This design comes from an exercise in tuning for small area on the open sky130 flow, not from production work. Function was checked by simulation only, so behaviour that the tests miss may differ from the original.

==> module life16, before the edit <==
module life16(input clk, input load, input [255:0] data, output reg [255:0] q);
wire [255:0] t0, t1, nxt;
genvar r, c;
generate
  for (r = 0; r < 16; r = r + 1) begin : row
    for (c = 0; c < 16; c = c + 1) begin : col
      lf_fa tri3 (.a(q[r*16 + (c+15)%16]), .b(q[r*16 + c]), .c(q[r*16 + (c+1)%16]), .s(t0[r*16+c]), .co(t1[r*16+c]));
    end
  end
  for (r = 0; r < 16; r = r + 2) begin : pr
    for (c = 0; c < 16; c = c + 1) begin : col
      wire a0 = t0[r*16+c], a1 = t1[r*16+c], b0 = t0[(r+1)*16+c], b1 = t1[(r+1)*16+c];
      wire p0, k0, x1, d1, n1, nz0, o0, nk0, nr0, nr1, nr2, nr3;
      lf_ha h0 (.a(a0), .b(b0), .s(p0), .co(k0));
      lf_ha h1 (.a(a1), .b(b1), .s(x1), .co(d1));
      lf_nor2 g1 (.a(a1), .b(b1), .y(n1));
      lf_nor2 g2 (.a(a0), .b(b0), .y(nz0));
      lf_inv g3 (.a(nz0), .y(o0));
      lf_nand2 g4 (.a(a0), .b(b0), .y(nk0));
      lf_nand2 g5 (.a(n1), .b(nk0), .y(nr0));
      lf_a22oi g6 (.a1(n1), .a2(o0), .b1(x1), .b2(nz0), .y(nr1));
      lf_a22oi g7 (.a1(n1), .a2(k0), .b1(x1), .b2(nk0), .y(nr2));
      lf_a22oi g8 (.a1(x1), .a2(o0), .b1(d1), .b2(nz0), .y(nr3));
      lf_cell up (.clk(clk), .load(load), .d(data[r*16+c]), .s(q[r*16+c]), .p0(p0),
                  .t0(t0[((r+15)%16)*16+c]), .t1(t1[((r+15)%16)*16+c]),
                  .nr0(nr0), .nr1(nr1), .nr2(nr2), .nr3(nr3), .nx(nxt[r*16+c]));
      lf_cell dn (.clk(clk), .load(load), .d(data[(r+1)*16+c]), .s(q[(r+1)*16+c]), .p0(p0),
                  .t0(t0[((r+2)%16)*16+c]), .t1(t1[((r+2)%16)*16+c]),
                  .nr0(nr0), .nr1(nr1), .nr2(nr2), .nr3(nr3), .nx(nxt[(r+1)*16+c]));
    end
  end
endgenerate
always @(posedge clk) q <= nxt;
endmodule
==> module lf_cell, before the edit <==
module lf_cell(input clk, input load, input d, input s, input p0, input t0, input t1,
               input nr0, input nr1, input nr2, input nr3, output nx);
wire nf1, z, h;
lf_mux4 m (.a0(nr3), .a1(nr2), .a2(nr1), .a3(nr0), .s0(t0), .s1(t1), .y(nf1));
lf_xor2 x (.a(p0), .b(t0), .y(z));
lf_o21bai o (.a1(s), .a2(z), .b1n(load), .y(h));
lf_a2bb2o a (.a1n(nf1), .a2n(h), .b1(load), .b2(d), .x(nx));
endmodule
clock: 5.0 ns
lec_check: 0
cap_margin: 20
core_margin: 2
core_utilization: 40
slew_margin: 20
synth_hierarchical: 1
standard.sh (not shown) runs the stock make flow with config.mk's settings and CLKGATE_MAP_FILE= SYNTH_SCRIPT=/design/flow/synth_recipe.tcl, a recipe that flattens the netlist after the stock synthesis.
==> flow/flow/run.sh <==
#!/bin/bash
# Own layout flow, built on the standard ORFS flow (standard.sh):
#  1. the standard synthesis, unchanged;
#  2. every combinational cell of the synthesized netlist swapped for the smallest drive
#     strength of the same cell (downsize.sed; registers are left alone), since the clock
#     period leaves ample slack; the resizer fixes any slew or capacitance limit later;
#  3. the standard layout with minimum-size port buffers (every port still gets one) and a
#     clock tree of small buffers without dummy loads.
set -euo pipefail
R=orfs/results/sky130hd/life16/base
bash standard.sh synth > synth.log 2>&1
sed -i -f flow/downsize.sed $R/1_2_yosys.v
rm -f $R/1_synth.odb $R/1_synth.sdc
bash standard.sh synth > synth_odb.log 2>&1
bash standard.sh \
  "BUFFER_PORTS_ARGS=-buffer_cell sky130_fd_sc_hd__buf_1" \
  "CTS_ARGS=-sink_clustering_enable -repair_clock_nets -dont_use_dummy_load -buf_list {sky130_fd_sc_hd__clkbuf_4} -sink_clustering_size 8 -sink_clustering_max_diameter 50" \
  finish > layout.log 2>&1
Other scripts of this flow, unchanged in this note and not shown: flow/flow/downsize.sed
Next try:
--- a/flow/design.v
+++ b/flow/design.v
@@ -11,15 +11,18 @@
     for (c = 0; c < 16; c = c + 1) begin : col
       wire a0 = t0[r*16+c], a1 = t1[r*16+c], b0 = t0[(r+1)*16+c], b1 = t1[(r+1)*16+c];
-      wire p0, k0, x1, d1, n1, nz0, o0, nk0, nr0, nr1, nr2, nr3;
-      lf_ha h0 (.a(a0), .b(b0), .s(p0), .co(k0));
-      lf_ha h1 (.a(a1), .b(b1), .s(x1), .co(d1));
-      lf_nor2 g1 (.a(a1), .b(b1), .y(n1));
-      lf_nor2 g2 (.a(a0), .b(b0), .y(nz0));
-      lf_inv g3 (.a(nz0), .y(o0));
-      lf_nand2 g4 (.a(a0), .b(b0), .y(nk0));
+      wire p0, k0, x1, d1, nd1, n1, nz0, o0, nk0, nr0, nr1, nr2, nr3;
+      lf_nor2 g0 (.a(a0), .b(b0), .y(nz0));
+      lf_inv g1 (.a(nz0), .y(o0));
+      lf_nand2 g2 (.a(a0), .b(b0), .y(nk0));
+      lf_inv g3 (.a(nk0), .y(k0));
+      lf_nor2 g4 (.a(nz0), .b(k0), .y(p0));
+      lf_nor2 g10 (.a(a1), .b(b1), .y(n1));
+      lf_nand2 g11 (.a(a1), .b(b1), .y(nd1));
+      lf_inv g12 (.a(nd1), .y(d1));
+      lf_nor2 g13 (.a(n1), .b(d1), .y(x1));
       lf_nand2 g5 (.a(n1), .b(nk0), .y(nr0));
-      lf_a22oi g6 (.a1(n1), .a2(o0), .b1(x1), .b2(nz0), .y(nr1));
-      lf_a22oi g7 (.a1(n1), .a2(k0), .b1(x1), .b2(nk0), .y(nr2));
-      lf_a22oi g8 (.a1(x1), .a2(o0), .b1(d1), .b2(nz0), .y(nr3));
+      lf_o22ai g6 (.a1(n1), .a2(nz0), .b1(x1), .b2(o0), .y(nr1));
+      lf_o22ai g7 (.a1(n1), .a2(nk0), .b1(x1), .b2(k0), .y(nr2));
+      lf_o22ai g8 (.a1(x1), .a2(nz0), .b1(d1), .b2(o0), .y(nr3));
       lf_cell up (.clk(clk), .load(load), .d(data[r*16+c]), .s(q[r*16+c]), .p0(p0),
                   .t0(t0[((r+15)%16)*16+c]), .t1(t1[((r+15)%16)*16+c]),
@@ -35,9 +38,10 @@
 module lf_cell(input clk, input load, input d, input s, input p0, input t0, input t1,
                input nr0, input nr1, input nr2, input nr3, output nx);
-wire nf1, z, h;
+wire nf1, z, nsz, nld;
 lf_mux4 m (.a0(nr3), .a1(nr2), .a2(nr1), .a3(nr0), .s0(t0), .s1(t1), .y(nf1));
 lf_xor2 x (.a(p0), .b(t0), .y(z));
-lf_o21bai o (.a1(s), .a2(z), .b1n(load), .y(h));
-lf_a2bb2o a (.a1n(nf1), .a2n(h), .b1(load), .b2(d), .x(nx));
+lf_nor2 n (.a(s), .b(z), .y(nsz));
+lf_nand2 l (.a(load), .b(d), .y(nld));
+lf_o31ai o (.a1(load), .a2(nsz), .a3(nf1), .b1(nld), .y(nx));
 endmodule
 module lf_fa(input a, input b, input c, output s, output co); assign {co, s} = a + b + c; endmodule
@@ -48,4 +52,6 @@
 module lf_xor2(input a, input b, output y); assign y = a ^ b; endmodule
 module lf_a22oi(input a1, input a2, input b1, input b2, output y); assign y = ~((a1 & a2) | (b1 & b2)); endmodule
+module lf_o22ai(input a1, input a2, input b1, input b2, output y); assign y = ~((a1 | a2) & (b1 | b2)); endmodule
+module lf_o31ai(input a1, input a2, input a3, input b1, output y); assign y = ~((a1 | a2 | a3) & b1); endmodule
 module lf_o21bai(input a1, input a2, input b1n, output y); assign y = ~((a1 | a2) & ~b1n); endmodule
 module lf_a2bb2o(input a1n, input a2n, input b1, input b2, output x); assign x = (~a1n & ~a2n) | (b1 & b2); endmodule
- The changed run produced a clean layout
- synthesized cell count climbs by 23%
- register-to-register slack loses 0.12 ns
- count of clock-buffer cells in the layout climbs by 3
- setup slack gains 0.0091 ns
- first-iteration DRC count climbs by 3.5%
- sequential share of layout area climbs by 0.75 points

separate check: timing with driven ports:
In the flow no input, the clock included, has a driving cell. The finished layouts below were timed again as built, in two steps.
Step 1 sets driving cells, clkbuf_16 on the clock port and buf_2 on the other inputs (assumed; they add their load-dependent delay and slew).
Step 2 moves the port delays by t, midway between the first and last clock arrival at a register: inputs arrive t later, outputs are due t later. That takes back most of the time a late clock gives input paths.
a / b / c = ideal / step 1 / step 2; a / b = the first two.
run | t, ns | setup WS [ns] | worst setup path after step 2 | slew at the worst register clock pin (ns)
the first run | 0.903 | 2.251 / 2.197 / 2.321 | input to register | 0.11 / 0.11
the second run | 0.915 | 2.260 / 2.198 / 2.322 | input to register | 0.10 / 0.10
After both steps setup and hold are still met in every run listed.
